This is an optimization exercise on Yosys and OpenROAD, whose aim is small area, not a production implementation.
The RTL was checked by simulation tests, not by an equivalence proof against the original design.
Power figures rest on the tool's default switching activity, not on a simulated workload.

[flow/config.mk]
export PLATFORM = sky130hd
export DESIGN_NAME = uvc_app
export DESIGN_NICKNAME = uvc_app
export VERILOG_FILES = /design/flow/design.v
export SDC_FILE = /design/flow/constraint.sdc
export NUM_CORES = 4
export LEC_CHECK = 0
export ABC_AREA = 1
export CAP_MARGIN = 20
export CORE_MARGIN = 2
export CORE_UTILIZATION = 65
export SLEW_MARGIN = 20
[flow/constraint.sdc]
create_clock -name core_clock -period 12.5 [get_ports {clk}]
set_input_delay 2.5000 -clock core_clock [delete_from_list [all_inputs] [get_ports {clk}]]
set_output_delay 2.5000 -clock core_clock [all_outputs]
set_load 0.01 [all_outputs]
[flow/design.v]
module frame
(
    input             CLK_I,
    input             RST_I,
    input             FIFO_AFULL_I,
    input             FIFO_EMPTY_I,
    input             SOF_RISE_I,
    output reg [7:0]  DATA_O,
    output reg        DVAL_O
);
reg [13:0] sofc;
wire [13:0] sofc_inc;
rinc #(14) u_sofc_inc (.q(sofc), .cin(SOF_RISE_I), .s(sofc_inc));
always @(posedge CLK_I or posedge RST_I) begin
    if (RST_I)
        sofc <= 14'd0;
    else
        sofc <= sofc_inc;
end
reg [6:0] sof_cnt;
wire sof_cnt_wrap = sof_cnt[6] & sof_cnt[5] & sof_cnt[2] & sof_cnt[1] & sof_cnt[0];  
wire [6:0] sof_cnt_inc;
rinc #(7) u_sof_cnt_inc (.q(sof_cnt), .cin(SOF_RISE_I), .s(sof_cnt_inc));
wire sof_cnt_clr = SOF_RISE_I & sof_cnt_wrap;
always @(posedge CLK_I or posedge RST_I) begin
    if (RST_I)
        sof_cnt <= 7'd0;
    else
        sof_cnt <= sof_cnt_inc & ~{sof_cnt_clr, sof_cnt_clr, 1'b0, sof_cnt_clr, sof_cnt_clr, sof_cnt_clr, sof_cnt_clr};
end
reg [31:0] pts;
wire [31:0] pts_inc;
rinc #(32) u_pts_inc (.q(pts), .cin(1'b1), .s(pts_inc));
always @(posedge CLK_I or posedge RST_I) begin
    if (RST_I)
        pts <= 32'd0;
    else
        pts <= pts_inc;
end
reg        fv;
reg [11:0] byte_cnt;
reg [6:0]  pay_cnt;
reg [5:0]  pos;
reg        fid;
reg [31:0] pts_reg;
wire start    = ~fv & SOF_RISE_I & (sof_cnt == 7'd0) & FIFO_EMPTY_I;
wire wr       = fv & ~FIFO_AFULL_I;
wire hdr      = (byte_cnt[11:4] == 8'd0) & ~(byte_cnt[3] & byte_cnt[2]);
wire pay_end  = byte_cnt[11] & (&byte_cnt[9:0]);                       
wire last_pay = pay_cnt[6] & pay_cnt[5] & pay_cnt[2];                   
wire frm_end  = last_pay & byte_cnt[10] & byte_cnt[7] & byte_cnt[5] &
                byte_cnt[4] & byte_cnt[3] & byte_cnt[1] & byte_cnt[0];  
wire pix      = wr & ~hdr;
always @(posedge CLK_I) begin
    if (start)
        pts_reg <= pts;
end
always @(posedge CLK_I or posedge RST_I) begin
    if (RST_I) begin
        fv  <= 1'b0;
        fid <= 1'b0;
    end
    else if (fv) begin
        if (wr & frm_end) begin
            fv  <= 1'b0;
            fid <= ~fid;
        end
    end
    else if (start)
        fv <= 1'b1;
end
wire [11:0] byte_cnt_inc;
wire [6:0]  pay_cnt_inc;
rinc #(12) u_byte_cnt_inc (.q(byte_cnt), .cin(wr), .s(byte_cnt_inc));
rinc #(7)  u_pay_cnt_inc  (.q(pay_cnt), .cin(wr & pay_end), .s(pay_cnt_inc));
always @(posedge CLK_I) begin
    byte_cnt <= byte_cnt_inc & {12{fv & ~(wr & pay_end)}};
    pay_cnt  <= pay_cnt_inc & {7{fv}};
end
wire pos_ci = start | (pix & byte_cnt[1] & byte_cnt[0]);
wire [5:0] pos_inc;
rinc #(6) u_pos_inc (.q(pos), .cin(pos_ci), .s(pos_inc));
wire pos_wrap = pos_ci & pos[5] & pos[4] & pos[3] & pos[1] & pos[0];  
always @(posedge CLK_I or posedge RST_I) begin
    if (RST_I)
        pos <= 6'd0;
    else
        pos <= pos_inc & {6{~pos_wrap}};
end
reg [7:0] pixel;
always @(*) begin
    if (pos < 6'd20) begin           
        case (byte_cnt[1:0])
            2'd0: pixel = 8'h20;
            2'd1: pixel = 8'h60;
            2'd2: pixel = 8'h20;
            default: pixel = 8'hDC;
        endcase
    end
    else if (pos < 6'd40)            
        pixel = 8'h00;
    else begin                       
        case (byte_cnt[1:0])
            2'd0: pixel = 8'h10;
            2'd1: pixel = 8'hD0;
            2'd2: pixel = 8'h10;
            default: pixel = 8'h70;
        endcase
    end
end
reg [7:0] hbyte;
always @(*) begin
    case (byte_cnt[3:0])
        4'd0:  hbyte = 8'd12;
        4'd1:  hbyte = {6'b000011, last_pay, fid};
        4'd2:  hbyte = pts_reg[7:0];
        4'd3:  hbyte = pts_reg[15:8];
        4'd4:  hbyte = pts_reg[23:16];
        4'd5:  hbyte = pts_reg[31:24];
        4'd6:  hbyte = pts_reg[7:0];
        4'd7:  hbyte = pts_reg[15:8];
        4'd8:  hbyte = pts_reg[23:16];
        4'd9:  hbyte = pts_reg[31:24];
        4'd10: hbyte = sofc[10:3];
        default: hbyte = {5'd0, sofc[13:11]};
    endcase
end
always @(posedge CLK_I or posedge RST_I) begin
    if (RST_I) begin
        DATA_O <= 8'd0;
        DVAL_O <= 1'b0;
    end
    else begin
        DVAL_O <= wr;
        if (~fv)
            DATA_O <= 8'd0;
        else if (wr)
            DATA_O <= hdr ? hbyte : pixel;
    end
end
endmodule
module rinc #(parameter W = 8) (
    input  [W-1:0] q,
    input          cin,
    output [W-1:0] s
);
wire [W:0] c;
assign c[0] = cin;
genvar i;
generate
    for (i = 0; i < W; i = i + 1) begin : g
        assign s[i]   = q[i] ^ c[i];
        assign c[i+1] = q[i] & c[i];
    end
endgenerate
endmodule
module cge #(parameter W = 8, parameter [W-1:0] C = 0) (
    input  [W-1:0] x,
    output         ge
);
wire [W:0] g;
assign g[0] = 1'b1;
genvar i;
generate
    for (i = 0; i < W; i = i + 1) begin : g_bit
        if (C[i])
            assign g[i+1] = x[i] & g[i];
        else
            assign g[i+1] = x[i] | g[i];
    end
endgenerate
assign ge = g[W];
endmodule
module usb_desc (
    input  [9:0] i_descrom_raddr,
    output [7:0] o_descrom_rdat
);
  wire x0 = i_descrom_raddr[8];
  wire x1 = i_descrom_raddr[7];
  wire x2 = i_descrom_raddr[6];
  wire x3 = i_descrom_raddr[5];
  wire x4 = i_descrom_raddr[4];
  wire x5 = i_descrom_raddr[3];
  wire x6 = i_descrom_raddr[2];
  wire x7 = i_descrom_raddr[1];
  wire x8 = i_descrom_raddr[0];
  wire z0, z1, z2, z3, z4, z5, z6, z7;
  assign o_descrom_rdat = {z0, z1, z2, z3, z4, z5, z6, z7};
  wire new_n18, new_n19, new_n20, new_n21, new_n22, new_n23, new_n24,
    new_n25, new_n26, new_n27, new_n28, new_n29, new_n30, new_n31, new_n32,
    new_n33, new_n34, new_n35, new_n36, new_n37, new_n38, new_n39, new_n40,
    new_n41, new_n42, new_n43, new_n44, new_n45, new_n46, new_n47, new_n48,
    new_n49, new_n50, new_n51, new_n52, new_n53, new_n54, new_n55, new_n56,
    new_n57, new_n58, new_n59, new_n60, new_n61, new_n62, new_n63, new_n64,
    new_n65, new_n66, new_n67, new_n68, new_n69, new_n70, new_n71, new_n72,
    new_n73, new_n74, new_n75, new_n76, new_n77, new_n78, new_n79, new_n80,
    new_n81, new_n82, new_n83, new_n84, new_n85, new_n86, new_n87, new_n88,
    new_n89, new_n90, new_n91, new_n92, new_n93, new_n94, new_n95, new_n96,
    new_n97, new_n98, new_n99, new_n100, new_n101, new_n102, new_n103,
    new_n104, new_n105, new_n106, new_n107, new_n108, new_n109, new_n110,
    new_n111, new_n112, new_n113, new_n114, new_n115, new_n116, new_n117,
    new_n118, new_n119, new_n120, new_n121, new_n122, new_n123, new_n124,
    new_n125, new_n126, new_n127, new_n128, new_n130, new_n131, new_n132,
    new_n133, new_n134, new_n135, new_n136, new_n137, new_n138, new_n139,
    new_n140, new_n141, new_n142, new_n143, new_n144, new_n145, new_n146,
    new_n147, new_n148, new_n149, new_n150, new_n151, new_n152, new_n153,
    new_n154, new_n155, new_n156, new_n157, new_n158, new_n159, new_n160,
    new_n161, new_n162, new_n163, new_n164, new_n165, new_n166, new_n167,
    new_n168, new_n169, new_n170, new_n171, new_n172, new_n173, new_n174,
    new_n175, new_n176, new_n177, new_n178, new_n179, new_n180, new_n181,
    new_n182, new_n183, new_n184, new_n185, new_n186, new_n187, new_n188,
    new_n189, new_n190, new_n191, new_n192, new_n193, new_n194, new_n195,
    new_n196, new_n197, new_n198, new_n199, new_n200, new_n202, new_n203,
    new_n204, new_n205, new_n206, new_n207, new_n208, new_n209, new_n210,
    new_n211, new_n212, new_n213, new_n214, new_n215, new_n216, new_n217,
    new_n218, new_n219, new_n220, new_n221, new_n222, new_n223, new_n224,
    new_n225, new_n226, new_n227, new_n228, new_n229, new_n230, new_n231,
    new_n232, new_n233, new_n234, new_n235, new_n236, new_n237, new_n238,
    new_n240, new_n241, new_n242, new_n243, new_n244, new_n245, new_n246,
    new_n247, new_n248, new_n249, new_n250, new_n251, new_n252, new_n253,
    new_n254, new_n255, new_n256, new_n257, new_n258, new_n259, new_n260,
    new_n261, new_n262, new_n263, new_n264, new_n265, new_n266, new_n267,
    new_n269, new_n270, new_n271, new_n272, new_n273, new_n274, new_n275,
    new_n276, new_n277, new_n278, new_n279, new_n280, new_n281, new_n282,
    new_n283, new_n284, new_n285, new_n286, new_n287, new_n288, new_n289,
    new_n290, new_n291, new_n292, new_n293, new_n294, new_n295, new_n296,
    new_n297, new_n298, new_n299, new_n301, new_n302, new_n303, new_n304,
    new_n305, new_n306, new_n307, new_n308, new_n309, new_n310, new_n311,
    new_n312, new_n313, new_n314, new_n315, new_n316, new_n317, new_n318,
    new_n319, new_n320, new_n321, new_n323, new_n324, new_n325, new_n326,
    new_n327, new_n328, new_n329, new_n330, new_n331, new_n332, new_n333,
    new_n334, new_n335, new_n336, new_n337, new_n338, new_n339, new_n340,
    new_n341, new_n342, new_n343, new_n344, new_n345, new_n346, new_n347,
    new_n348, new_n349, new_n350, new_n351, new_n352, new_n353, new_n354,
    new_n355, new_n356, new_n357, new_n358, new_n359, new_n360, new_n361,
    new_n362, new_n363, new_n364, new_n365, new_n366, new_n367, new_n368,
    new_n369, new_n370, new_n371, new_n372, new_n373, new_n374, new_n375,
    new_n376, new_n377, new_n379, new_n380, new_n381, new_n382, new_n383,
    new_n384, new_n385, new_n386, new_n387, new_n388, new_n389, new_n390,
    new_n391, new_n392, new_n393, new_n394, new_n395, new_n396, new_n397,
    new_n398, new_n399, new_n400, new_n401, new_n402, new_n403, new_n404,
    new_n405, new_n406, new_n407, new_n408, new_n409, new_n410, new_n411,
    new_n412, new_n413, new_n414, new_n415, new_n416, new_n417, new_n418,
    new_n419, new_n420, new_n421, new_n422, new_n423, new_n424, new_n425,
    new_n426, new_n427, new_n428, new_n429, new_n430, new_n431, new_n432,
    new_n433, new_n434, new_n435, new_n436, new_n437, new_n438, new_n439;
  assign new_n18 = ~x3 & ~x6;
  assign new_n19 = ~x6 & x7;
  assign new_n20 = ~x4 & ~x7;
  assign new_n21 = x4 & x7;
  assign new_n22 = ~new_n20 & ~new_n21;
  assign new_n23 = x5 & ~new_n22;
  assign new_n24 = ~new_n19 & new_n23;
  assign new_n25 = new_n18 & new_n24;
  assign new_n26 = ~x5 & ~x6;
  assign new_n27 = x4 & new_n26;
  assign new_n28 = x1 & x3;
  assign new_n29 = ~new_n27 & new_n28;
  assign new_n30 = x5 & x6;
  assign new_n31 = x4 & ~new_n30;
  assign new_n32 = ~new_n26 & ~new_n31;
  assign new_n33 = ~x5 & ~new_n32;
  assign new_n34 = x7 & ~new_n33;
  assign new_n35 = new_n29 & ~new_n34;
  assign new_n36 = ~x4 & ~x5;
  assign new_n37 = x4 & x5;
  assign new_n38 = ~new_n36 & ~new_n37;
  assign new_n39 = x1 & ~x3;
  assign new_n40 = x7 & new_n39;
  assign new_n41 = ~new_n38 & new_n40;
  assign new_n42 = ~x1 & x3;
  assign new_n43 = x7 & new_n42;
  assign new_n44 = ~new_n32 & new_n43;
  assign new_n45 = ~new_n41 & ~new_n44;
  assign new_n46 = ~new_n35 & new_n45;
  assign new_n47 = ~x1 & ~x3;
  assign new_n48 = ~x5 & ~x7;
  assign new_n49 = x6 & new_n48;
  assign new_n50 = new_n47 & new_n49;
  assign new_n51 = x6 & ~x7;
  assign new_n52 = ~new_n19 & ~new_n51;
  assign new_n53 = x5 & new_n39;
  assign new_n54 = ~new_n52 & new_n53;
  assign new_n55 = ~x1 & x5;
  assign new_n56 = ~x6 & ~x7;
  assign new_n57 = x3 & new_n56;
  assign new_n58 = new_n55 & new_n57;
  assign new_n59 = ~new_n54 & ~new_n58;
  assign new_n60 = ~new_n50 & new_n59;
  assign new_n61 = ~x2 & ~new_n60;
  assign new_n62 = new_n46 & ~new_n61;
  assign new_n63 = ~x1 & ~x4;
  assign new_n64 = x6 & x7;
  assign new_n65 = ~new_n63 & ~new_n64;
  assign new_n66 = ~x4 & ~new_n65;
  assign new_n67 = ~new_n62 & new_n66;
  assign new_n68 = x1 & new_n21;
  assign new_n69 = x5 & x7;
  assign new_n70 = ~x3 & ~x5;
  assign new_n71 = ~new_n69 & ~new_n70;
  assign new_n72 = new_n68 & new_n71;
  assign new_n73 = ~x2 & ~new_n72;
  assign new_n74 = ~new_n67 & new_n73;
  assign new_n75 = ~new_n25 & new_n74;
  assign new_n76 = ~x1 & ~x8;
  assign new_n77 = ~x2 & new_n76;
  assign new_n78 = ~new_n75 & new_n77;
  assign new_n79 = new_n18 & ~new_n55;
  assign new_n80 = x8 & new_n20;
  assign new_n81 = ~new_n63 & ~new_n80;
  assign new_n82 = ~new_n48 & ~new_n69;
  assign new_n83 = ~new_n81 & new_n82;
  assign new_n84 = x2 & new_n83;
  assign new_n85 = ~x7 & ~x8;
  assign new_n86 = ~x2 & x5;
  assign new_n87 = new_n85 & new_n86;
  assign new_n88 = ~new_n38 & new_n87;
  assign new_n89 = ~new_n84 & ~new_n88;
  assign new_n90 = new_n79 & ~new_n89;
  assign new_n91 = x1 & ~x2;
  assign new_n92 = x8 & new_n49;
  assign new_n93 = ~x6 & ~x8;
  assign new_n94 = ~new_n31 & ~new_n93;
  assign new_n95 = x6 & x8;
  assign new_n96 = new_n82 & new_n95;
  assign new_n97 = x7 & ~new_n26;
  assign new_n98 = ~new_n96 & new_n97;
  assign new_n99 = ~new_n94 & new_n98;
  assign new_n100 = ~new_n92 & ~new_n99;
  assign new_n101 = new_n91 & ~new_n100;
  assign new_n102 = ~x4 & ~x6;
  assign new_n103 = x4 & x6;
  assign new_n104 = ~new_n102 & ~new_n103;
  assign new_n105 = new_n48 & ~new_n104;
  assign new_n106 = new_n101 & new_n105;
  assign new_n107 = ~new_n90 & ~new_n106;
  assign new_n108 = ~new_n78 & new_n107;
  assign new_n109 = x4 & x8;
  assign new_n110 = new_n91 & ~new_n109;
  assign new_n111 = new_n21 & new_n26;
  assign new_n112 = new_n110 & new_n111;
  assign new_n113 = ~x5 & x6;
  assign new_n114 = ~x2 & x8;
  assign new_n115 = new_n113 & new_n114;
  assign new_n116 = new_n83 & new_n115;
  assign new_n117 = ~x2 & ~new_n56;
  assign new_n118 = ~x1 & ~new_n117;
  assign new_n119 = ~x4 & ~x8;
  assign new_n120 = ~new_n109 & ~new_n119;
  assign new_n121 = ~new_n38 & new_n51;
  assign new_n122 = ~new_n120 & new_n121;
  assign new_n123 = new_n118 & new_n122;
  assign new_n124 = ~new_n116 & ~new_n123;
  assign new_n125 = ~new_n101 & new_n124;
  assign new_n126 = x3 & ~new_n125;
  assign new_n127 = ~new_n112 & ~new_n126;
  assign new_n128 = new_n108 & new_n127;
  assign z0 = ~x0 & ~new_n128;
  assign new_n130 = new_n61 & new_n119;
  assign new_n131 = ~new_n26 & ~new_n30;
  assign new_n132 = new_n44 & new_n131;
  assign new_n133 = x5 & new_n21;
  assign new_n134 = ~x7 & new_n26;
  assign new_n135 = ~new_n133 & ~new_n134;
  assign new_n136 = new_n28 & ~new_n135;
  assign new_n137 = ~new_n50 & ~new_n136;
  assign new_n138 = ~new_n132 & new_n137;
  assign new_n139 = ~x8 & ~new_n138;
  assign new_n140 = new_n108 & ~new_n139;
  assign new_n141 = ~x4 & new_n140;
  assign new_n142 = new_n47 & ~new_n141;
  assign new_n143 = ~new_n47 & new_n141;
  assign new_n144 = ~x5 & ~new_n95;
  assign new_n145 = ~new_n93 & new_n144;
  assign new_n146 = x3 & x4;
  assign new_n147 = ~x2 & new_n56;
  assign new_n148 = ~new_n146 & new_n147;
  assign new_n149 = ~new_n145 & new_n148;
  assign new_n150 = ~new_n143 & new_n149;
  assign new_n151 = ~new_n142 & new_n150;
  assign new_n152 = ~x2 & ~new_n64;
  assign new_n153 = x3 & ~new_n152;
  assign new_n154 = x7 & new_n18;
  assign new_n155 = new_n86 & new_n154;
  assign new_n156 = ~new_n153 & ~new_n155;
  assign new_n157 = ~new_n151 & new_n156;
  assign new_n158 = x6 & ~new_n89;
  assign new_n159 = ~x8 & ~new_n158;
  assign new_n160 = ~new_n91 & new_n131;
  assign new_n161 = new_n21 & ~new_n160;
  assign new_n162 = ~x1 & x8;
  assign new_n163 = ~new_n133 & new_n162;
  assign new_n164 = ~new_n161 & ~new_n163;
  assign new_n165 = ~new_n159 & new_n164;
  assign new_n166 = ~new_n157 & new_n165;
  assign new_n167 = ~x4 & x7;
  assign new_n168 = x3 & ~new_n167;
  assign new_n169 = new_n101 & new_n168;
  assign new_n170 = ~x3 & new_n116;
  assign new_n171 = ~new_n169 & ~new_n170;
  assign new_n172 = ~new_n166 & new_n171;
  assign new_n173 = ~new_n130 & new_n172;
  assign new_n174 = ~x0 & ~new_n173;
  assign new_n175 = x2 & x8;
  assign new_n176 = ~new_n166 & ~new_n175;
  assign new_n177 = ~new_n62 & ~new_n105;
  assign new_n178 = x8 & ~new_n177;
  assign new_n179 = new_n176 & ~new_n178;
  assign new_n180 = x3 & x5;
  assign new_n181 = ~x1 & ~new_n20;
  assign new_n182 = ~x2 & ~new_n181;
  assign new_n183 = ~x2 & x6;
  assign new_n184 = ~x4 & ~new_n183;
  assign new_n185 = new_n52 & new_n184;
  assign new_n186 = ~new_n182 & ~new_n185;
  assign new_n187 = new_n180 & ~new_n186;
  assign new_n188 = new_n62 & ~new_n187;
  assign new_n189 = ~new_n179 & ~new_n188;
  assign new_n190 = ~x1 & ~x2;
  assign new_n191 = new_n37 & new_n190;
  assign new_n192 = ~x8 & ~new_n43;
  assign new_n193 = ~new_n191 & ~new_n192;
  assign new_n194 = ~x2 & new_n47;
  assign new_n195 = ~new_n119 & new_n194;
  assign new_n196 = x0 & ~new_n21;
  assign new_n197 = new_n195 & new_n196;
  assign new_n198 = new_n193 & new_n197;
  assign new_n199 = new_n172 & new_n198;
  assign new_n200 = ~new_n189 & new_n199;
  assign z1 = new_n174 | new_n200;
  assign new_n202 = ~new_n102 & ~new_n113;
  assign new_n203 = ~new_n97 & ~new_n202;
  assign new_n204 = new_n198 & ~new_n203;
  assign new_n205 = ~new_n82 & ~new_n103;
  assign new_n206 = new_n29 & new_n205;
  assign new_n207 = new_n37 & new_n43;
  assign new_n208 = ~new_n36 & new_n39;
  assign new_n209 = ~new_n20 & ~new_n113;
  assign new_n210 = new_n208 & ~new_n209;
  assign new_n211 = ~new_n207 & ~new_n210;
  assign new_n212 = ~new_n206 & new_n211;
  assign new_n213 = x8 & new_n212;
  assign new_n214 = ~new_n151 & new_n213;
  assign new_n215 = ~x8 & new_n75;
  assign new_n216 = new_n43 & new_n102;
  assign new_n217 = new_n18 & ~new_n167;
  assign new_n218 = ~new_n39 & ~new_n217;
  assign new_n219 = x1 & ~x6;
  assign new_n220 = x7 & ~new_n219;
  assign new_n221 = x4 & ~new_n220;
  assign new_n222 = ~new_n218 & ~new_n221;
  assign new_n223 = new_n57 & new_n181;
  assign new_n224 = ~new_n222 & ~new_n223;
  assign new_n225 = x5 & ~new_n224;
  assign new_n226 = ~new_n216 & ~new_n225;
  assign new_n227 = new_n131 & ~new_n226;
  assign new_n228 = x2 & ~new_n227;
  assign new_n229 = x1 & new_n227;
  assign new_n230 = ~new_n228 & ~new_n229;
  assign new_n231 = ~new_n215 & new_n230;
  assign new_n232 = ~new_n214 & new_n231;
  assign new_n233 = x3 & x8;
  assign new_n234 = x1 & x2;
  assign new_n235 = new_n233 & new_n234;
  assign new_n236 = ~new_n105 & new_n235;
  assign new_n237 = ~new_n232 & ~new_n236;
  assign new_n238 = ~x0 & ~new_n237;
  assign z2 = new_n204 | new_n238;
  assign new_n240 = new_n189 & ~new_n226;
  assign new_n241 = ~new_n232 & ~new_n240;
  assign new_n242 = new_n68 & ~new_n241;
  assign new_n243 = x7 & new_n36;
  assign new_n244 = new_n47 & new_n243;
  assign new_n245 = x1 & new_n180;
  assign new_n246 = ~new_n206 & ~new_n245;
  assign new_n247 = ~new_n23 & new_n131;
  assign new_n248 = ~new_n246 & new_n247;
  assign new_n249 = ~new_n244 & ~new_n248;
  assign new_n250 = new_n175 & ~new_n249;
  assign new_n251 = new_n39 & new_n183;
  assign new_n252 = new_n80 & new_n251;
  assign new_n253 = ~new_n250 & ~new_n252;
  assign new_n254 = ~new_n242 & new_n253;
  assign new_n255 = new_n110 & new_n154;
  assign new_n256 = ~x2 & new_n42;
  assign new_n257 = new_n109 & new_n256;
  assign new_n258 = new_n39 & new_n119;
  assign new_n259 = ~new_n257 & ~new_n258;
  assign new_n260 = new_n51 & ~new_n259;
  assign new_n261 = ~new_n255 & ~new_n260;
  assign new_n262 = x5 & ~new_n261;
  assign new_n263 = ~new_n151 & ~new_n262;
  assign new_n264 = new_n254 & new_n263;
  assign new_n265 = ~x0 & ~new_n264;
  assign new_n266 = ~x6 & new_n198;
  assign new_n267 = ~z2 & new_n266;
  assign z3 = new_n265 | new_n267;
  assign new_n269 = x3 & x6;
  assign new_n270 = ~new_n18 & ~new_n269;
  assign new_n271 = new_n167 & ~new_n270;
  assign new_n272 = ~x7 & new_n27;
  assign new_n273 = ~new_n271 & ~new_n272;
  assign new_n274 = z2 & ~new_n273;
  assign new_n275 = x4 & new_n71;
  assign new_n276 = ~new_n208 & ~new_n275;
  assign new_n277 = new_n219 & ~new_n276;
  assign new_n278 = ~new_n219 & ~new_n275;
  assign new_n279 = ~new_n21 & ~new_n82;
  assign new_n280 = ~new_n18 & new_n55;
  assign new_n281 = x8 & ~new_n280;
  assign new_n282 = ~new_n279 & new_n281;
  assign new_n283 = ~new_n278 & new_n282;
  assign new_n284 = ~new_n277 & new_n283;
  assign new_n285 = new_n76 & new_n187;
  assign new_n286 = x2 & ~new_n285;
  assign new_n287 = ~new_n284 & new_n286;
  assign new_n288 = new_n70 & ~new_n254;
  assign new_n289 = x8 & ~new_n272;
  assign new_n290 = ~new_n24 & new_n289;
  assign new_n291 = ~x8 & ~new_n102;
  assign new_n292 = new_n42 & ~new_n291;
  assign new_n293 = ~new_n290 & new_n292;
  assign new_n294 = ~x2 & ~new_n293;
  assign new_n295 = new_n140 & new_n294;
  assign new_n296 = ~new_n288 & new_n295;
  assign new_n297 = ~new_n287 & ~new_n296;
  assign new_n298 = ~new_n130 & ~new_n297;
  assign new_n299 = ~x0 & ~new_n298;
  assign z4 = new_n274 | new_n299;
  assign new_n301 = ~new_n39 & ~new_n219;
  assign new_n302 = ~x2 & new_n301;
  assign new_n303 = ~new_n90 & ~new_n302;
  assign new_n304 = new_n226 & new_n303;
  assign new_n305 = ~new_n74 & new_n304;
  assign new_n306 = ~new_n119 & new_n212;
  assign new_n307 = ~new_n138 & ~new_n306;
  assign new_n308 = ~x3 & ~x8;
  assign new_n309 = ~new_n48 & ~new_n308;
  assign new_n310 = ~x8 & new_n309;
  assign new_n311 = new_n33 & new_n310;
  assign new_n312 = ~x2 & ~new_n311;
  assign new_n313 = ~new_n307 & new_n312;
  assign new_n314 = ~new_n305 & ~new_n313;
  assign new_n315 = new_n176 & new_n314;
  assign new_n316 = new_n305 & new_n313;
  assign new_n317 = ~new_n315 & ~new_n316;
  assign new_n318 = ~new_n189 & new_n317;
  assign new_n319 = ~x0 & ~new_n318;
  assign new_n320 = ~new_n19 & ~new_n113;
  assign new_n321 = new_n198 & new_n320;
  assign z5 = new_n319 | new_n321;
  assign new_n323 = new_n75 & ~new_n145;
  assign new_n324 = new_n195 & ~new_n323;
  assign new_n325 = x0 & ~new_n324;
  assign new_n326 = x4 & ~new_n301;
  assign new_n327 = ~x4 & new_n301;
  assign new_n328 = ~new_n326 & ~new_n327;
  assign new_n329 = new_n189 & new_n328;
  assign new_n330 = x3 & ~new_n120;
  assign new_n331 = ~x3 & ~new_n119;
  assign new_n332 = ~x5 & ~new_n331;
  assign new_n333 = ~new_n330 & new_n332;
  assign new_n334 = new_n37 & new_n308;
  assign new_n335 = x5 & x8;
  assign new_n336 = new_n47 & ~new_n335;
  assign new_n337 = ~new_n120 & new_n336;
  assign new_n338 = ~new_n334 & ~new_n337;
  assign new_n339 = ~new_n333 & new_n338;
  assign new_n340 = new_n51 & ~new_n339;
  assign new_n341 = ~new_n26 & ~new_n53;
  assign new_n342 = new_n119 & new_n220;
  assign new_n343 = ~new_n341 & new_n342;
  assign new_n344 = ~new_n340 & ~new_n343;
  assign new_n345 = ~new_n329 & new_n344;
  assign new_n346 = ~new_n75 & ~new_n345;
  assign new_n347 = x2 & x4;
  assign new_n348 = ~new_n180 & ~new_n233;
  assign new_n349 = ~new_n347 & new_n348;
  assign new_n350 = ~new_n140 & new_n349;
  assign new_n351 = x7 & x8;
  assign new_n352 = ~new_n85 & ~new_n351;
  assign new_n353 = new_n270 & new_n352;
  assign new_n354 = ~new_n270 & ~new_n352;
  assign new_n355 = ~new_n38 & ~new_n354;
  assign new_n356 = ~new_n353 & new_n355;
  assign new_n357 = ~x3 & new_n113;
  assign new_n358 = ~x0 & x4;
  assign new_n359 = ~new_n57 & new_n358;
  assign new_n360 = ~new_n357 & new_n359;
  assign new_n361 = ~new_n51 & new_n233;
  assign new_n362 = ~new_n308 & ~new_n361;
  assign new_n363 = ~x7 & ~new_n38;
  assign new_n364 = ~new_n362 & ~new_n363;
  assign new_n365 = new_n190 & ~new_n364;
  assign new_n366 = ~new_n360 & new_n365;
  assign new_n367 = ~new_n356 & new_n366;
  assign new_n368 = new_n18 & ~new_n22;
  assign new_n369 = x3 & ~new_n104;
  assign new_n370 = ~new_n20 & new_n369;
  assign new_n371 = ~new_n368 & ~new_n370;
  assign new_n372 = new_n55 & new_n175;
  assign new_n373 = ~new_n371 & new_n372;
  assign new_n374 = ~new_n367 & ~new_n373;
  assign new_n375 = new_n253 & new_n374;
  assign new_n376 = ~new_n350 & new_n375;
  assign new_n377 = ~new_n346 & new_n376;
  assign z6 = ~new_n325 & ~new_n377;
  assign new_n379 = ~new_n69 & ~new_n145;
  assign new_n380 = new_n197 & ~new_n379;
  assign new_n381 = ~x8 & ~new_n71;
  assign new_n382 = new_n117 & new_n381;
  assign new_n383 = new_n79 & new_n86;
  assign new_n384 = ~new_n46 & new_n335;
  assign new_n385 = ~x1 & ~new_n49;
  assign new_n386 = ~new_n114 & ~new_n385;
  assign new_n387 = ~new_n180 & ~new_n357;
  assign new_n388 = ~new_n351 & ~new_n387;
  assign new_n389 = ~new_n19 & ~new_n245;
  assign new_n390 = ~new_n388 & new_n389;
  assign new_n391 = ~new_n386 & new_n390;
  assign new_n392 = ~x6 & ~new_n309;
  assign new_n393 = ~new_n233 & new_n234;
  assign new_n394 = ~new_n96 & new_n393;
  assign new_n395 = ~new_n392 & new_n394;
  assign new_n396 = new_n51 & new_n180;
  assign new_n397 = ~x4 & ~new_n190;
  assign new_n398 = ~new_n396 & new_n397;
  assign new_n399 = ~new_n395 & new_n398;
  assign new_n400 = ~new_n391 & new_n399;
  assign new_n401 = ~new_n384 & new_n400;
  assign new_n402 = ~new_n151 & new_n401;
  assign new_n403 = ~new_n383 & ~new_n402;
  assign new_n404 = ~new_n382 & ~new_n403;
  assign new_n405 = ~new_n183 & new_n226;
  assign new_n406 = ~new_n63 & ~new_n184;
  assign new_n407 = new_n381 & ~new_n406;
  assign new_n408 = ~new_n405 & new_n407;
  assign new_n409 = new_n193 & ~new_n369;
  assign new_n410 = ~new_n117 & new_n180;
  assign new_n411 = ~new_n118 & ~new_n410;
  assign new_n412 = ~new_n26 & new_n65;
  assign new_n413 = x2 & ~new_n412;
  assign new_n414 = ~new_n411 & ~new_n413;
  assign new_n415 = new_n409 & new_n414;
  assign new_n416 = new_n147 & new_n181;
  assign new_n417 = x3 & ~new_n416;
  assign new_n418 = ~new_n64 & ~new_n86;
  assign new_n419 = new_n118 & ~new_n418;
  assign new_n420 = x5 & new_n51;
  assign new_n421 = new_n234 & new_n420;
  assign new_n422 = ~new_n419 & ~new_n421;
  assign new_n423 = ~new_n417 & new_n422;
  assign new_n424 = ~x8 & ~new_n113;
  assign new_n425 = ~new_n115 & ~new_n234;
  assign new_n426 = ~new_n424 & new_n425;
  assign new_n427 = ~new_n111 & ~new_n410;
  assign new_n428 = ~x1 & new_n48;
  assign new_n429 = ~x4 & ~new_n428;
  assign new_n430 = ~x8 & ~new_n51;
  assign new_n431 = new_n234 & new_n430;
  assign new_n432 = ~new_n429 & ~new_n431;
  assign new_n433 = new_n427 & new_n432;
  assign new_n434 = ~new_n426 & new_n433;
  assign new_n435 = ~new_n423 & new_n434;
  assign new_n436 = ~new_n415 & ~new_n435;
  assign new_n437 = ~new_n408 & new_n436;
  assign new_n438 = ~new_n404 & new_n437;
  assign new_n439 = ~x0 & ~new_n438;
  assign z7 = new_n380 | new_n439;
endmodule
module uvc_app(
    input         clk,
    input         rst,               
    input         usb_sof_i,
    input         usb_txact_i,
    input         usb_txpop_i,
    input  [7:0]  usb_rxdat_i,
    input         usb_rxval_i,
    input         usb_rxact_i,
    input         usb_setup_i,
    input  [3:0]  usb_endpt_i,
    input  [7:0]  inf_alter_i,
    input  [7:0]  inf_sel_i,
    input         inf_set_i,
    input  [9:0]  descrom_raddr_i,
    input         phy_txvalid_i,
    input  [7:0]  fifo_rdat_i,
    input  [11:0] fifo_wnum_i,
    input         fifo_aempty_i,
    input         fifo_afull_i,
    input         fifo_empty_i,
    output [7:0]  usb_txdat_o,
    output        usb_txval_o,
    output [11:0] usb_txdat_len_o,
    output        usb_txcork_o,
    output [3:0]  usb_txiso_pid_o,
    output [7:0]  inf_alter_o,
    output [7:0]  descrom_rdat_o,
    output [9:0]  desc_dev_addr_o,
    output [7:0]  desc_dev_len_o,
    output [9:0]  desc_qual_addr_o,
    output [7:0]  desc_qual_len_o,
    output [9:0]  desc_fscfg_addr_o,
    output [7:0]  desc_fscfg_len_o,
    output [9:0]  desc_hscfg_addr_o,
    output [7:0]  desc_hscfg_len_o,
    output [9:0]  desc_oscfg_addr_o,
    output [9:0]  desc_strlang_addr_o,
    output [9:0]  desc_strvendor_addr_o,
    output [7:0]  desc_strvendor_len_o,
    output [9:0]  desc_strproduct_addr_o,
    output [7:0]  desc_strproduct_len_o,
    output [9:0]  desc_strserial_addr_o,
    output [7:0]  desc_strserial_len_o,
    output        desc_have_strings_o,
    output [7:0]  fifo_wdat_o,
    output        fifo_wren_o,
    output        fifo_rden_o,
    output        LED,
    output [5:0]  GPIO
);
reg txact_d0, txact_d1;
reg sof_d0, sof_d1;
always @(posedge clk, posedge rst) begin
    if (rst) begin
        txact_d0 <= 1'b0;
        txact_d1 <= 1'b0;
        sof_d0   <= 1'b0;
        sof_d1   <= 1'b0;
    end
    else begin
        txact_d0 <= usb_txact_i;
        txact_d1 <= txact_d0;
        sof_d0   <= usb_sof_i;
        sof_d1   <= sof_d0;
    end
end
wire txact_fall = txact_d1 & ~txact_d0;
wire sof_rise   = sof_d0 & ~sof_d1;
wire ep0 = (usb_endpt_i == 4'd0);
wire ep2 = (usb_endpt_i == 4'd2);
reg [15:0] led_cnt;
wire [15:0] led_inc;
rinc #(16) u_led_inc (.q(led_cnt), .cin(1'b1), .s(led_inc));
cge #(16, 16'd10000) u_led_ge (.x(led_cnt), .ge(LED));
wire led_wrap = led_cnt[15] & led_cnt[10] & led_cnt[9] & led_cnt[8];
always @(posedge clk, posedge rst) begin
    if (rst)
        led_cnt <= 16'd0;
    else
        led_cnt <= led_inc & ~{led_wrap, 4'd0, {3{led_wrap}}, 7'd0, led_wrap};
end
reg [7:0] dect;
wire [7:0] dect_inc;
rinc #(8) u_dect_inc (.q(dect), .cin(1'b1), .s(dect_inc));
always @(posedge clk, posedge rst) begin
    if (rst)
        dect <= 8'd0;
    else
        dect <= dect_inc & {8{~phy_txvalid_i}};
end
reg [15:0] sof_dly_cnt;
wire [15:0] sof_dly_inc;
rinc #(16) u_sof_dly_inc (.q(sof_dly_cnt), .cin(1'b1), .s(sof_dly_inc));
always @(posedge clk, posedge rst) begin
    if (rst)
        sof_dly_cnt <= 16'd0;
    else
        sof_dly_cnt <= sof_dly_inc & {16{~sof_rise}};
end
reg [1:0] pid_hi;
always @(posedge clk) begin
    if (rst)
        pid_hi <= 2'b01;
    else if (usb_sof_i)
        pid_hi <= fifo_afull_i ? 2'b01 : fifo_aempty_i ? 2'b00 : 2'b10;
    else if (txact_fall & ep2)
        pid_hi <= {pid_hi[0], 1'b0};
end
assign usb_txiso_pid_o = {pid_hi, 2'b11};
reg [15:0] tx_width_cnt;
wire [15:0] tx_width_inc;
rinc #(16) u_tx_width_inc (.q(tx_width_cnt), .cin(pid_hi[1]), .s(tx_width_inc));
always @(posedge clk, posedge rst) begin
    if (rst)
        tx_width_cnt <= 16'd0;
    else
        tx_width_cnt <= tx_width_inc & {16{~((txact_fall | usb_txact_i) & ep2)}};
end
wire frame_dval;
cge #(8, 8'd150) u_dect_ge (.x(dect), .ge(GPIO[0]));
assign GPIO[1] = fifo_rden_o;
assign GPIO[2] = frame_dval;
assign GPIO[3] = usb_txact_i;
wire tx_width_gt;
cge #(16, 16'd351) u_tx_width_ge (.x(tx_width_cnt), .ge(tx_width_gt));
assign GPIO[4] = tx_width_gt & fifo_afull_i;
cge #(16, 16'd8000) u_sof_dly_ge (.x(sof_dly_cnt), .ge(GPIO[5]));
assign fifo_rden_o = usb_txact_i & usb_txpop_i & ep2;
assign fifo_wren_o = frame_dval;
frame u_frame (
    .CLK_I       (clk),
    .RST_I       (rst),
    .FIFO_AFULL_I(fifo_afull_i),
    .FIFO_EMPTY_I(fifo_empty_i),
    .SOF_RISE_I  (sof_rise),
    .DATA_O      (fifo_wdat_o),
    .DVAL_O      (frame_dval)
);
reg [11:0] txdat_len;
reg        usb_txcork;
assign usb_txdat_len_o = txdat_len;
assign usb_txcork_o    = usb_txcork;
always @(posedge clk, posedge rst) begin
    if (rst) begin
        txdat_len  <= 12'd34;
        usb_txcork <= 1'b0;
    end
    else if (usb_txact_i) begin
        if (ep0)
            txdat_len <= 12'd0;
    end
    else if (ep0) begin
        txdat_len  <= 12'd34;
        usb_txcork <= 1'b0;
    end
    else if (ep2) begin
        if (fifo_afull_i) begin
            txdat_len  <= 12'd1024;
            usb_txcork <= 1'b0;
        end
        else if (frame_dval | fifo_empty_i) begin
            txdat_len  <= 12'd0;
            usb_txcork <= 1'b1;
        end
        else if (fifo_aempty_i) begin
            txdat_len  <= fifo_wnum_i;
            usb_txcork <= 1'b0;
        end
        else begin
            txdat_len  <= 12'd1024;
            usb_txcork <= 1'b0;
        end
    end
    else begin
        txdat_len  <= 12'd0;
        usb_txcork <= 1'b1;
    end
end
reg [7:0] interface0_alter;
reg [7:0] interface1_alter;
wire inf0 = (inf_sel_i == 8'd0);
wire inf1 = (inf_sel_i == 8'd1);
assign inf_alter_o = inf0 ? interface0_alter : inf1 ? interface1_alter : 8'd0;
always @(posedge clk, posedge rst) begin
    if (rst) begin
        interface0_alter <= 8'd0;
        interface1_alter <= 8'd0;
    end
    else if (inf_set_i) begin
        if (inf0)
            interface0_alter <= inf_alter_i;
        else if (inf1)
            interface1_alter <= inf_alter_i;
    end
end
usb_desc u_usb_desc (
    .i_descrom_raddr (descrom_raddr_i),
    .o_descrom_rdat  (descrom_rdat_o)
);
assign desc_dev_addr_o        = 10'd0;
assign desc_dev_len_o         = 8'd18;
assign desc_qual_addr_o       = 10'd20;
assign desc_qual_len_o        = 8'd10;
assign desc_fscfg_addr_o      = 10'd32;
assign desc_fscfg_len_o       = 8'd174;
assign desc_hscfg_addr_o      = 10'd32;
assign desc_hscfg_len_o       = 8'd174;
assign desc_oscfg_addr_o      = 10'd206;
assign desc_strlang_addr_o    = 10'd219;
assign desc_strvendor_addr_o  = 10'd223;
assign desc_strvendor_len_o   = 8'd20;
assign desc_strproduct_addr_o = 10'd243;
assign desc_strproduct_len_o  = 8'd32;
assign desc_strserial_addr_o  = 10'd275;
assign desc_strserial_len_o   = 8'd2;
assign desc_have_strings_o    = 1'b1;
wire       endpt0_send;
wire [7:0] endpt0_dat;
uvc_probe u_probe (
    .clk         (clk),
    .rst         (rst),
    .setup_i     (usb_setup_i),
    .rxdat_i     (usb_rxdat_i),
    .rxval_i     (usb_rxval_i),
    .rxact_i     (usb_rxact_i),
    .txact_i     (usb_txact_i),
    .txpop_i     (usb_txpop_i),
    .ep0_i       (ep0),
    .send_o      (endpt0_send),
    .dat_o       (endpt0_dat)
);
assign usb_txdat_o = ep0 ? endpt0_dat : fifo_rdat_i;
assign usb_txval_o = ep0 & endpt0_send;
endmodule
module uvc_probe (
    input            clk,
    input            rst,
    input            setup_i,
    input      [7:0] rxdat_i,
    input            rxval_i,
    input            rxact_i,
    input            txact_i,
    input            txpop_i,
    input            ep0_i,
    output           send_o,
    output     [7:0] dat_o
);
reg        rq_set, rq_get, v_ok, i_ok;
reg [3:0]  stage;
reg [7:0]  sub_stage;
reg        endpt0_send;
assign send_o = endpt0_send;
reg [7:0]  endpt0_dat;
assign dat_o = endpt0_dat;
wire       match = v_ok & i_ok;
localparam [271:0] PROBE_RST = 272'h0000000003938700000004000004b000000000000000000000000005161501010000;
wire [271:0] probe;
wire probe_we = ~setup_i & rq_set & match & rxact_i & ep0_i & rxval_i;
reg rst_seen;
always @(posedge clk, posedge rst) begin
    if (rst)
        rst_seen <= 1'b1;
    else
        rst_seen <= 1'b0;
end
wire [7:0] rxd_z = rxdat_i & {8{~rst_seen}};
wire [7:0] rxd_o = rxdat_i | {8{rst_seen}};
genvar k;
generate
    for (k = 0; k < 34; k = k + 1) begin : g_probe
        if (k >= 22 && k <= 25) begin : g_const
            assign probe[8*k +: 8] = PROBE_RST[8*k +: 8];
        end
        else begin : g_reg
            reg [7:0] r;
            wire en = rst_seen | (probe_we & dec[k]);
            always @(posedge clk) begin
                if (en)
                    r <= (rxd_z & ~PROBE_RST[8*k +: 8]) | (rxd_o & PROBE_RST[8*k +: 8]);
            end
            assign probe[8*k +: 8] = r;
        end
    end
endgenerate
wire [7:0] dlo;
wire [4:0] dhi;
genvar m;
generate
    for (m = 0; m < 8; m = m + 1) begin : g_dlo
        assign dlo[m] = (sub_stage[2:0] == m);
    end
    for (m = 0; m < 5; m = m + 1) begin : g_dhi
        assign dhi[m] = (sub_stage[7:3] == m);
    end
endgenerate
wire [33:0] dec;
generate
    for (k = 0; k < 34; k = k + 1) begin : g_dec
        assign dec[k] = dhi[k / 8] & dlo[k % 8];
    end
endgenerate
reg [7:0] grp [0:4];
reg [7:0] probe_next;
integer j, g;
always @(*) begin
    for (g = 0; g < 5; g = g + 1) begin
        grp[g] = 8'd0;
        for (j = 8 * g; j < 8 * g + 8 && j < 33; j = j + 1)
            grp[g] = grp[g] | ({8{dlo[j % 8]}} & probe[8*(j+1) +: 8]);
    end
    probe_next = 8'd0;
    for (g = 0; g < 5; g = g + 1)
        probe_next = probe_next | ({8{dhi[g]}} & grp[g]);
end
wire rd_ok = |dec[32:0];
wire sub_clr = setup_i ? (rxval_i & ((stage == 4'd0) | (stage == 4'd7))) :
               rq_set  ? (match & ~(rxact_i & ep0_i)) :
               rq_get  ? (match & ~(txact_i & ep0_i)) : 1'b1;
wire sub_inc = ~setup_i & match & ep0_i &
               ((rq_set & rxact_i & rxval_i) | (rq_get & txact_i & endpt0_send & txpop_i));
wire [7:0] sub_nxt;
rinc #(8) u_sub_inc (.q(sub_stage), .cin(sub_inc), .s(sub_nxt));
always @(posedge clk, posedge rst) begin
    if (rst)
        sub_stage <= 8'd0;
    else
        sub_stage <= sub_nxt & {8{~sub_clr}};
end
always @(posedge clk, posedge rst) begin
    if (rst) begin
        stage       <= 4'd0;
        endpt0_send <= 1'b0;
        endpt0_dat  <= 8'd0;
        rq_set      <= 1'b0;
        rq_get      <= 1'b0;
        v_ok        <= 1'b0;
        i_ok        <= 1'b0;
    end
    else if (setup_i) begin
        if (rxval_i) begin
            if (stage != 4'd8)
                stage <= stage + 4'd1;
            case (stage)
                4'd0: endpt0_send <= 1'b0;
                4'd1: begin
                    rq_set <= (rxdat_i == 8'h01);
                    rq_get <= (rxdat_i == 8'h81) | (rxdat_i == 8'h87);
                end
                4'd3: v_ok <= (rxdat_i == 8'h01);
                4'd4: i_ok <= (rxdat_i == 8'h01);
                4'd6: if (rq_get & match) endpt0_send <= 1'b1;
                default: ;
            endcase
        end
    end
    else begin
        stage <= 4'd0;
        if (rq_get) begin
            if (match) begin
                if (txact_i & ep0_i) begin
                    if (endpt0_send) begin
                        if (txpop_i) begin
                            if (dec[33])
                                endpt0_send <= 1'b0;
                            if (rd_ok)
                                endpt0_dat <= probe_next;
                        end
                        else if (dec[0])
                            endpt0_dat <= probe[7:0];
                    end
                end
            end
        end
    end
end
endmodule
[flow/flow/run.sh]
#!/bin/bash
# Standard ORFS layout (the standard.sh, standard synthesis unchanged) with
# three changes:
#  - ports are buffered with buf_1 instead of the resizer's default pick;
#  - the clock tree uses clkbuf_16 leaf clusters without dummy loads;
#  - after placement, up to eight neighbouring constant outputs on a side of
#    the die share one conb_1 tie cell (HI and LO pins) instead of one per port.
# Each step's output goes to its own log here; ORFS keeps per-step logs under orfs/logs.
set -euo pipefail
KNOBS=(
  "BUFFER_PORTS_ARGS=-buffer_cell sky130_fd_sc_hd__buf_1"
  "CTS_ARGS=-sink_clustering_enable -repair_clock_nets -dont_use_dummy_load -buf_list sky130_fd_sc_hd__clkbuf_16 -sink_clustering_size 28 -sink_clustering_max_diameter 100"
)
bash standard.sh "${KNOBS[@]}" place > flow_place.log 2>&1
R=orfs/results/${FLOW_PLATFORM}/uvc_app/base
TIE_IN=$R/3_place.odb TIE_OUT=$R/3_place.odb openroad -no_init -exit flow/merge_ties.tcl > merge_ties.log 2>&1
bash standard.sh "${KNOBS[@]}" finish > flow_finish.log 2>&1
[flow/flow/merge_ties.tcl]
# Constant outputs: after placement, let one conb_1 tie cell drive up to
# eight neighbouring constant ports on the same side of the die, through its
# HI and LO pins, instead of one tie cell per port. A tie cell has no timing arcs and its
# pins allow 1.9 pF, far above the few port loads each net gets here.
set db_file $::env(TIE_IN)
set out_file $::env(TIE_OUT)
read_db $db_file
set block [ord::get_db_block]
set die [$block getDieArea]
set dx0 [$die xMin]; set dy0 [$die yMin]; set dx1 [$die xMax]; set dy1 [$die yMax]
proc side_of {inst} {
  global dx0 dy0 dx1 dy1
  set x [lindex [$inst getLocation] 0]
  set y [lindex [$inst getLocation] 1]
  set d [list [expr {$x - $dx0}] [expr {$dx1 - $x}] [expr {$y - $dy0}] [expr {$dy1 - $y}]]
  set best 0
  for {set i 1} {$i < 4} {incr i} {
    if {[lindex $d $i] < [lindex $d $best]} { set best $i }
  }
  return $best
}
set ties {}
foreach inst [$block getInsts] {
  if {[[$inst getMaster] getName] eq "sky130_fd_sc_hd__conb_1"} {
    set loc [$inst getLocation]
    lappend ties [list [side_of $inst] [expr {[lindex $loc 0] + [lindex $loc 1]}] $inst]
  }
}
# walk each side in order along it
set ties [lsort -integer -index 1 $ties]
set ties [lsort -integer -index 0 $ties]
set group_max 8
puts "tie cells before: [llength $ties]"
# keeper per side, and the keeper's HI / LO nets (created on demand)
array set keeper {}
array set count {}
set removed 0
foreach t $ties {
  set s [lindex $t 0]
  set inst [lindex $t 2]
  if {![info exists keeper($s)] || $count($s) >= $group_max} {
    set keeper($s) $inst
    set count($s) 1
    continue
  }
  incr count($s)
  set k $keeper($s)
  foreach pin {HI LO} {
    set it [$inst findITerm $pin]
    set net [$it getNet]
    if {$net eq "NULL"} { continue }
    set kit [$k findITerm $pin]
    set knet [$kit getNet]
    if {$knet eq "NULL"} {
      $it disconnect
      $kit connect $net
      continue
    }
    # move every other pin of net onto the keeper's net
    foreach bt [$net getBTerms] { $bt disconnect; $bt connect $knet }
    foreach oit [$net getITerms] {
      if {$oit eq $it} { continue }
      $oit disconnect; $oit connect $knet
    }
    $it disconnect
    odb::dbNet_destroy $net
  }
  odb::dbInst_destroy $inst
  incr removed
}
puts "tie cells removed: $removed"
write_db $out_file
[flow/standard.sh]
#!/bin/bash
# synth_recipe.tcl (not shown) runs the flow's synth.tcl, then flattens the netlist and writes it again
# the make line also repeats each setting of config.mk as NAME=value (left out here)
make -C /OpenROAD-flow-scripts/flow DESIGN_CONFIG=/design/flow/config.mk WORK_HOME=/design/flow/orfs CLKGATE_MAP_FILE= SYNTH_SCRIPT=/design/flow/synth_recipe.tcl "${@:-finish}"
==> flow_metrics.tcl <==
set metrics [dict create \
    status "finished clean" \
    start_kind "primary input" \
    place_ws_ns 4.27 \
    ant_nets 0 \
    power_frac_clock_pct 26.0 \
    synth_area_um2 22500 \
    wl_per_cell_um 21.8 \
    reg2reg_from "u_frame.pts[0]" \
    clock-sinks 478 \
    critical_path_class "primary input to output port" \
    die_width_um 190 \
    path_common_cell "nand2_1" \
    async_flop_share_pct 38.7 \
    final_util_pct 67.4 \
    max_stage_delay_ns 0.47 \
    fmax_mhz 121 \
    track_usage_pct 30.5 \
    end_kind "output port" \
    cp_data_required_time_ns 10.00 \
    ys_top_cells_by_area "edfxtp_1 (36%), dfrtp_1 (20%), ha_1 (8.5%)" \
    critPathSlowestCell "buf_1" \
    switching_share_pct 24.9 \
    pwr-share-seq_pct 63.0 \
    critPathArrivalTime_ns 5.77 \
    h-tree-depth 1 \
    clock_latency_ns 0.54 \
    grt_setup_unrepaired "false" \
    via_per_inst 6.05 \
    hp-class "register to register" \
    switching_power_mw 0.720 \
    setup_viol 0 \
    clock-root-buffer "clkbuf_16" \
    place_congestion 0.928 \
    min_period_ns 8.27 \
    synth_top_area_share_pct 36.4 \
    finalCritPeriodShare_pct 66.2 \
    wl_um 54600 \
    io_pins 277 \
    crit_path_start "descrom_raddr_i[2]" \
    remaining_drc_errors 0 \
    synth.most_common_cell "nand2_1" \
    drive_gt1_share_pct 5.82 \
    synth_cell_types 65 \
    grt-ovfl-total 0 \
    rr_endpoint "u_frame.pts[31]" \
    start_util_pct 65.5 \
    crit_buf_inv 4 \
    grt_pass1_wl_um 83700 \
    rr_worst_depth 31 \
    synth_common_cells "nand2_1 (329), edfxtp_1 (272), inv_1 (199), dfrtp_1 (182), buf_4 (165)" \
    antenna_found_initial 6 \
    row_count 68 \
    die_area_um2 36100 \
    synth_edf_count 272 \
    intPower_mw 2.17 \
    regToRegSetupSlack_ns 5.70 \
    numCtsBuffers 21 \
    cts_resized 0 \
    final_cells 2504 \
    pwr-share-comb_pct 11.0 \
    crit_fanout 11 \
    slew-limit-headroom_pct 20.3 \
    synth_top_cell_by_area "edfxtp_1" \
    endpoint "descrom_rdat_o[3]" \
    portBuffers 126 \
    routed-via-count 15200 \
    p_leak_nw 10.1 \
    ys.flop_type "edfxtp_1" \
    worst_pin_slew_ns 1.19 \
    grt_max_degree 112 \
    setup_tns_ns 0 \
    power_density_nw_per_um2 125 \
    slew_viol_final 0 \
    irDropWorstVdd_mv 0.148 \
    drtIter0Drc 1526 \
    dp_cells 2608 \
    finClkSkew_ns 0.0644 \
    dr.pass1.iters 6 \
    path_delay_family "simple AND/OR/NAND/NOR gates" \
    grt_pass1_vias 14700 \
    cts_hold_buf 0 \
    yosys_warnings 4 \
    syn_inst 2040 \
    clockBufferDepth 3 \
    die_y_um 190 \
    areaGrowthSynthToFinish_pct 2.91 \
    cts_setup_buffers 0 \
    largest_register_ffs 240 \
    synth-seq-cells 478 \
    coreArea_um2 34300 \
    cp_num_cells 28 \
    ys_seq_area_share_pct 58.9 \
    finalHoldViolCount 0 \
    nNetsFinal 2291 \
    layout_setup_ws_ns 4.23 \
    syn_area_per_cell_um2 11.0 \
    place_hpwl_um 38500 \
    clkTransAtPathRegs_ns 0.11 \
    cap_violations 0 \
    cts_tree "done" \
]
==> per-stage QoR <==
| stage | total power [mW] | cell area, um2 | hold slack [ns] |
|---|---|---|---|
| 6_report | 2.89 | 23100 | 0.396 |
| 2_1_floorplan | 2.09 | 23000 | 0.345 |
| 4_1_cts | 2.89 | 23100 | 0.393 |
| 3_5_place_dp | 2.16 | 23000 | 0.367 |
| 3_3_place_gp | 2.15 | 23000 | 0.353 |
| 5_1_grt | 3.00 | 23100 | 0.401 |
==> worst reg2reg max path: cells and delay by family, from the launching register on <==
family,cells,cell delay [ns]
adder cells (fa/ha/maj),30,6.15
flip-flops,1,0.41
XOR/XNOR,1,0.16
==> power by group through the flow <==
stage	Combinational [mW]	Clock [mW]	Sequential (mW)
3_3_place_gp	0.306	0	1.85
5_1_grt	0.359	0.810	1.83
4_1_cts	0.314	0.761	1.82
6_report	0.317	0.751	1.82
3_5_place_dp	0.312	0	1.85
2_1_floorplan	0.249	0	1.84
==> cells by family after synthesis <==
family / after synthesis / share of synthesized area (%)
AOI/OAI and AO/OA: 327 / 9.82
xor gates and xnor gates: 14 / 0.546
adders and majority gates: 152 / 8.47
buffers and inverters: 422 / 9.94
DFF: 478 / 58.9
other: 2 / 0.0334
and+or+nand+nor: 645 / 12.3
==> routing by layer <==
| layer | share of wire (%) | global-route usage, % | vias up |
|---|---|---|---|
| li1 | - | - | 6928 |
| met3 | 8.0 | 4.46 | 117 |
| met2 | 48 | 50.6 | 710 |
| met1 | 40 | 40.9 | 7402 |
| met4 | 3.5 | 11.9 | 0 |
| met5 | 0 | 0 | - |
==> area by class of cell <==
class	count	area (um2)
inverters	211	807
repair buffers	177	880
diodes	3	7.51
fillers	2554	11200
multi-input cells	1159	7110
flip-flops and latches	478	13200
well taps	455	569
clock buffers	21	526
==> cells in the final DEF (no fill, tap or decap), types with 5 or more instances in the layout <==
cell	n
inv_2	8
buf_1	126
a211oi_1	10
conb_1	21
nor3_2	5
o21ai_0	99
o22ai_1	6
nor2_2	5
a221oi_1	25
o211ai_1	13
clkbuf_16	21
nand3_1	63
nand2_1	329
o31ai_1	13
nor4_1	15
nand4_1	28
buf_4	49
a41oi_1	9
inv_1	197
dfrtp_1	182
a22o_1	30
nor2_1	156
a21oi_1	41
a31oi_1	11
ha_1	152
dfxtp_1	21
a22oi_1	21
o2111ai_1	5
o21ai_1	9
edfxtp_1	272
xnor2_1	10
nand2_2	5
nor3_1	23
==> how the worst min path moves through the flow <==
stage / startpoint / depth (start not counted) / to
after floorplan: txact_d0 / 0 / txact_d1
after global placement: txact_d0 / 0 / txact_d1
after detailed placement: sof_d0 / 0 / sof_d1
after CTS: sof_d0 / 0 / sof_d1
after global routing: sof_d0 / 0 / sof_d1
final: sof_d0 / 0 / sof_d1

[port drivers added, routing unchanged]
In the flow no input, the clock included, has a driving cell. The finished layout below was timed again as built, in two steps. Step 1 sets driving cells, clkbuf_16 on the clock port and buf_2 on the other inputs (assumed; they add their load-dependent delay and slew). Step 2 also shifts input and output timing later by t, the mid clock arrival at the registers, as if the neighbouring blocks saw the same clock. Three values: ideal, step 1, step 2; two values: the first two.
t, ns: 0.569
slack for setup (ns): 4.231 / 4.207 / 4.207
pins driven straight from the clock port: 1
After both steps setup and hold are still met in this run. The setup slack of this run moves by -0.024 ns with the drivers and by -0.024 ns with both steps.
